This design comes from an exercise in tuning for small area, a short achievable clock period and few clock cycles on the open sky130 flow, not from production work.
Function was checked by simulation only, so behaviour that the tests miss may differ from the original.

==> flow/design.v <==
module KT(
    clk,
    rst_n,
    in_valid,
    in_x,
    in_y,
    move_num,
    priority_num,
    out_valid,
    out_x,
    out_y,
    move_out
);
input clk,rst_n;
input in_valid;
input [2:0] in_x,in_y;
input [4:0] move_num;
input [2:0] priority_num;
output reg out_valid;
output reg [2:0] out_x,out_y;
output reg [4:0] move_out;
parameter idle = 0;
parameter read = 1;
parameter check = 2;
parameter next_cnt = 3;
parameter next_direct = 4;
parameter exe = 5;
parameter back = 6;
parameter check_back = 7;
parameter finish = 8;
reg [3:0]cs, ns;
reg [4:0]read_cnt;
reg [2:0] x_cur;
reg [2:0] y_cur;
reg [4:0] move_cnt;
reg [2:0] priority_dir;
wire [2:0] last_dir;
reg [2:0] visited_x [0:24];
reg [2:0] visited_y [0:24];
reg [24:0] visited_table;
reg [2:0]temp_dir;
reg [2:0] pre_direct [0:24];
wire signed [3:0] move_x [0:7];
wire signed [3:0] move_y [0:7];
assign move_x[0] = -1;
assign move_x[1] =  1;
assign move_x[2] =  2;
assign move_x[3] =  2;
assign move_x[4] =  1;
assign move_x[5] = -1;
assign move_x[6] = -2;
assign move_x[7] = -2;
assign move_y[0] =  2;
assign move_y[1] =  2;
assign move_y[2] =  1;
assign move_y[3] = -1;
assign move_y[4] = -2;
assign move_y[5] = -2;
assign move_y[6] = -1;
assign move_y[7] =  1;
wire signed [3:0] check_x, check_y;
assign check_x = x_cur + move_x[temp_dir];
assign check_y = y_cur + move_y[temp_dir];
assign last_dir = priority_dir - 1;
always @(posedge clk, negedge rst_n) begin
	if(!rst_n)
		cs <= idle;
	else
		cs <= ns;
end
always@(*)begin
	case (cs)
		idle: begin 
			if(in_valid)
				ns = read;
			else
				ns = idle;
		end
		read:begin 
			if(in_valid)
				ns = read;
			else
				ns = check;
		end
		check:begin 
			if(check_x < 0 || check_x > 4 || check_y < 0 || check_y > 4 || visited_table[5 * check_x +check_y] == 1)
				ns = next_direct;
			else
				ns = next_cnt;
		end
		next_cnt: 
			ns = exe;
		next_direct:begin 
			if(temp_dir == last_dir)
				ns = back;
			else
				ns = exe;
		end
		exe:begin 
			if(read_cnt==25)
				ns = finish;
			else
				ns = check;
		end
		back: 
			ns = check_back;
		check_back:begin 
			if(pre_direct[read_cnt] == last_dir)
				ns = back;
			else
				ns = exe;
		end
		finish: 
			if (move_out ==24) 
				ns = idle;
			else
				ns = finish;
		default: 
			ns = idle;
	endcase
end
always @(posedge clk) begin
	if(ns ==read && !read_cnt)begin
		move_cnt <= move_num;
		priority_dir <= priority_num;
		end
	else begin
		if(ns ==read && !read_cnt)begin
		move_cnt <= move_cnt;
		priority_dir <= priority_dir;
		end
	end
end
always @(posedge clk, negedge rst_n) begin
	if(!rst_n)
		read_cnt <= 0;
	else if(ns == idle)
		read_cnt <= 0;
	else if(ns == read)
		read_cnt <= read_cnt + 1;
	else if(cs == next_cnt)
		read_cnt <= read_cnt + 1;
	else if(cs == back)
		read_cnt <= read_cnt - 1;
	else
		read_cnt <= read_cnt;
end
always @(posedge clk) begin
	if(ns == read)begin
		x_cur <= in_x;
		y_cur<= in_y;
	end
	else if(cs == next_cnt)begin
		x_cur <= check_x;
		y_cur <= check_y;
	end
	else if(cs == back)begin
		x_cur <= visited_x[read_cnt - 2];
		y_cur <= visited_y[read_cnt - 2];
	end
	else begin
		x_cur <= x_cur;
		y_cur <= y_cur;
	end	
end
always @(posedge clk) begin
	if(ns == read)begin
		visited_x[read_cnt] <= in_x;
		visited_y[read_cnt] <= in_y;
	end
	else if(cs == exe)begin
		visited_x[read_cnt - 1] <= x_cur;
		visited_y[read_cnt - 1] <= y_cur;
	end
end
always @(posedge clk) begin
	if(cs == read || cs == next_cnt)
		temp_dir <= priority_dir;
	else if(cs == next_direct)
		temp_dir <= temp_dir + 1;
	else if(cs == back)
		temp_dir <= pre_direct[read_cnt -1] + 1;
end
always @(posedge clk or negedge rst_n) begin
	if(!rst_n)
		visited_table <= 0;
	else if(ns == read)
	begin
		if(read_cnt <= move_cnt)
			visited_table[in_x *5 +in_y] <= 1;
	end
	else if(cs == next_cnt)
		visited_table[5*check_x +check_y]<=1;
	else if(cs == back)
		visited_table[5*x_cur+y_cur] <= 0;
	else if(cs == finish)
		visited_table <= 0;
	else
		visited_table <= visited_table;
end
always@(posedge clk or negedge rst_n) begin
	if(!rst_n) begin
		out_valid <= 0;
		move_out <= 0;
		out_x <= 0;
		out_y <= 0;
	end
	else if(ns == finish || cs ==finish ) begin
		if(move_out < 25)begin
			if(move_out==25)begin
				out_valid <= 0;
				move_out <= 0;
				out_x <= 0;
				out_y <= 0;
			end
			else begin
				out_valid <= 1;
				move_out <= move_out + 1;
				out_x <= visited_x [move_out];
				out_y <= visited_y [move_out];
			end
		end
	end
	else begin
		out_valid <= 0;
		move_out <= 0;
		out_x <= 0;
		out_y <= 0;
	end
end
always @(posedge clk ) begin
	if(cs == next_cnt)
		pre_direct[read_cnt]<=temp_dir;
end
endmodule
==> flow/run.sh <==
#!/bin/bash
# synth_recipe.tcl (not shown) runs the flow's synth.tcl, then flattens the netlist and writes it again
# the make line also repeats each setting of config.mk as NAME=value (left out here)
make -C /OpenROAD-flow-scripts/flow DESIGN_CONFIG=/design/flow/config.mk WORK_HOME=/design/flow/orfs CLKGATE_MAP_FILE= SYNTH_SCRIPT=/design/flow/synth_recipe.tcl finish
==> flow/config.mk <==
export PLATFORM = sky130hd
export DESIGN_NAME = KT
export DESIGN_NICKNAME = KT
export VERILOG_FILES = /design/flow/design.v
export SDC_FILE = /design/flow/constraint.sdc
export NUM_CORES = 4
export LEC_CHECK = 0
export CAP_MARGIN = 20
export CORE_MARGIN = 2
export CORE_UTILIZATION = 40
export SLEW_MARGIN = 20
==> flow/constraint.sdc <==
create_clock -name core_clock -period 8.0 [get_ports {clk}]
set_input_delay 1.6000 -clock core_clock [delete_from_list [all_inputs] [get_ports {clk}]]
set_output_delay 1.6000 -clock core_clock [all_outputs]
set_load 0.01 [all_outputs]
==> summary.txt <==
* Result of the run: complete, no violations
* Combined area of all synthesized cells at 17500 um^2
* DRC marker count from the first detailed-route iteration at 1256
* Endpoints failing setup at 0
* Layout net count at 1504
* Portion of netlist area occupied by mux cells at 18.3%
* Syn_nets at 1499
* Count of boundary I/O pins at 29
* Input/output buffers at 28
* Core outline area at 43200 um^2
* Final Wtd Congestion at 0.894
* Highest achievable clock rate at 145 MHz
* Largest family of logic cells by synthesized area: multiplexers
* Simple-gate area share of the yosys netlist at 11.9%
* Final Slew Violations at 0
* Xor and xnor fraction of the mapped netlist area at 2.37%
* WP data required at 8.51 ns
* Clock tree from TritonCTS: done
* Sequential share of the synthesized area at 48.1%
* Post-route design area at 19300 um^2
* Clock latency at the later pin of the worst-skew pair at 0.59 ns
* Antenna violations before repair at 0
* Share of Yosys cell area claimed by the top area cell type at 41.5%
* Tcrit/Tclk final at 86.2%
* Crit-path max FO at 18
* Diode count at 0
* Number of setup buffers added after CTS at 0
* Cell count after placement at 1955
* Root buffer cell: clkbuf_16
* Setup TNS at 0 ns
* Wire length of the first global-routing pass at 70500 um
* Maximum number of pins on one net before global-route repair at 52
* Number of buffers created by CTS at 31
* Vertical die dimension at 213 um
* Initial standard-cell utilization of the core at 40.5%
* Max Cap Viol at 0
* Cell taking the most area after synthesis: edfxtp_1
* Area growth from synthesis to layout at 10.5%
* Count of yosys warnings during synthesis at 1
* Mapped Avg Cell Area at 12.5 um^2
* Mean routed wirelength per cell at 22.8 um
* Number of detailed-routing iterations run before antenna repair at 5
* Final HPWL from detailed placement at 32100 um
* Clock tree sinks at 288
* Post-Syn Instances at 1398
* H-tree level count at 1
* Leftover overflow at the end of global routing at 0
* Share of final-layout standard cells stronger than drive strength 1 at 16.7%
* Kind of end point of the critical path: flip-flop
* Final critical delay including setup and external delays at 6.89 ns
* Commonest cells post-synth: edfxtp_1 (242), nand2_1 (133), mux4_2 (124), nor2_1 (124), ha_1 (75)
* Die footprint at 45400 um^2
* Synthesized-area fraction occupied by adder cells at 6.39%
* Vias after detailed routing at 12000
* WS Path Type: flip-flop to flip-flop
* Count of nets left with antenna violations after detail routing at 0
* Fin Clk Skew at 0.0118 ns
* Post-CTS clock slew at the launch and capture registers of the worst setup and hold paths at 0.07 ns
* Sort of element at the start of the critical path: flip-flop
* Transition time of the tightest slew-check pin at 1.12 ns
* GRT Util Overall at 20.4%
* Post-detailed-route DRC marker count at 0
* Site Rows at 76
* Worst min-delay path category: flip-flop to flip-flop
* Hold buffer count at CTS at 0
* Number of enable-type register cells in the synthesized netlist at 242
* Area fraction in compound gates after synthesis at 9.37%
* Share of flip-flops with an asynchronous set or reset at 16.0%
* Final hold vios at 0
* Setup slack of the worst register-to-register path at 1.11 ns
* Data arrival time of the critical path at 7.41 ns
* Leading cell type by number of instances after synthesis: edfxtp_1
* Clock Tree Buf Depth at 3
* Worst rel slew slack at 25.1%
* Seq cells post-synth at 288
* Setup repair after global routing missed its margin: false
* Detailed-route wire length at 45900 um
* Top area cells in the synthesized netlist: edfxtp_1 (42%), mux4_2 (16%), dfrtp_1 (6.6%)
* Via count of the first global-routing pass at 11700
* Post-CTS sizing at 0
* Number of non-filler instances in the completed layout at 2012
* Chip Width at 213 um
* Routed via count divided by cell count at 5.97
* Area after DPL at 18300 um^2
* Main synth FF type: edfxtp_1
* Post-synthesis cell type count at 87
-- per-layer routing --
layer  GRT usage (%)  share of wire [%]
met2            33.8                 48
met5               0                  0
met4            5.58                2.3
met1            28.2                 42
met3            3.10                6.9
-- final timing paths --
check,startpoint,endpoint,cells after the start
worst max-delay path,temp_dir[2],visited_table[23],21
worst min-delay path,out_y[1],out_y[1],2
max in group asynchronous,rst_n,read_cnt[0],2
worst max register to register,temp_dir[2],visited_table[23],21
worst min register to register,out_y[1],out_y[1],2
min in group asynchronous,rst_n,visited_table[0],2
-- layout by cell type, fill, tap and decap left out, drive strengths merged, types with 32 or more instances in the layout --
cell type    n
mux4       124
edfxtp     242
ha          75
nand2      133
inv         57
clkbuf      34
mux2i       37
a21oi       56
dfrtp       46
nor2       124
o21ai       79
nand3       32
-- registers in the layout, summed over array words and instances, names as in the netlist, 4 cells and up --
signal	cells
pre_direct	75
visited_x	75
visited_y	75
visited_table	25
move_cnt	5
move_out	5
read_cnt	5
cs	4
-- kinds of logic after synthesis --
kind of cell,after synthesis
xor+xnor,41
mux,164
fa+ha+maj,84
simple gates,430
buf+inv,139
flops,288
compound gates,252
-- worst max-delay path, stage by stage, from the launching register on --
cell	delay, ns
edfxtp_1	0.47
xnor2_1	0.17
or2_2	0.29
ha_1	0.28
a21o_1	0.16
a21oi_1	0.18
xnor2_1	0.29
ha_1	0.34
ha_1	0.30
fa_1	0.57
inv_1	0.07
fa_1	0.66
nor2b_1	0.28
nand4_1	0.26
nor4_4	0.45
nand2_1	0.11
ha_1	0.33
nor4b_1	0.23
nand2_1	0.13
o31ai_4	0.73
nand4_2	0.28
a21oi_1	0.22
-- area by class of cell --
class	instances	area [um^2]
clock buffers	34	787
multi-input cells	971	8500
flip-flops and latches	288	8430
repair buffers	55	478
fillers	3955	23800
inverters	56	210
well taps	585	732
clock inverters	23	210
-- per-stage QoR --
step | hold WS (ns) | worst slack, ns | utilization (%)
finish | 0.483 | 1.11 | 44.8
global route | 0.501 | 0.624 | 44.8
CTS | 0.489 | 0.867 | 44.8
detailed placement | 0.475 | 0.907 | 42.5
global placement | 0.461 | 1.04 | 42.5
floorplan | 0.461 | 1.58 | -
Testbench counts, summed over its fixed seeds: cycles 3,227,640.

==> port drivers added, routing unchanged <==
The flow's constraints put no driver on any port. The routed layout listed below was extracted and timed again, unchanged, in two steps. Step 1: set_driving_cell puts a clkbuf_16 on clk and a buf_2 on each other input, an assumption about the parent block. Step 2 moves the port delays by t, midway between the first and last clock arrival at a register: inputs arrive t later, outputs are due t later. That takes back most of the time a late clock gives input paths. Slacks: ideal / step 1 / step 2; pairs: ideal / step 1.
shift t [ns]: 0.635
slack for setup (ns): 1.108 / 1.108 / 1.108
hold slack, ns: 0.483 / 0.483 / 0.483
worst data-port slew with drivers (ns): 0.04
cell pins on the clock port's net: 1
After both steps setup and hold are still met in this run. For this run, drivers alone change the setup slack by 0.000 ns; drivers and shift together by 0.000 ns.
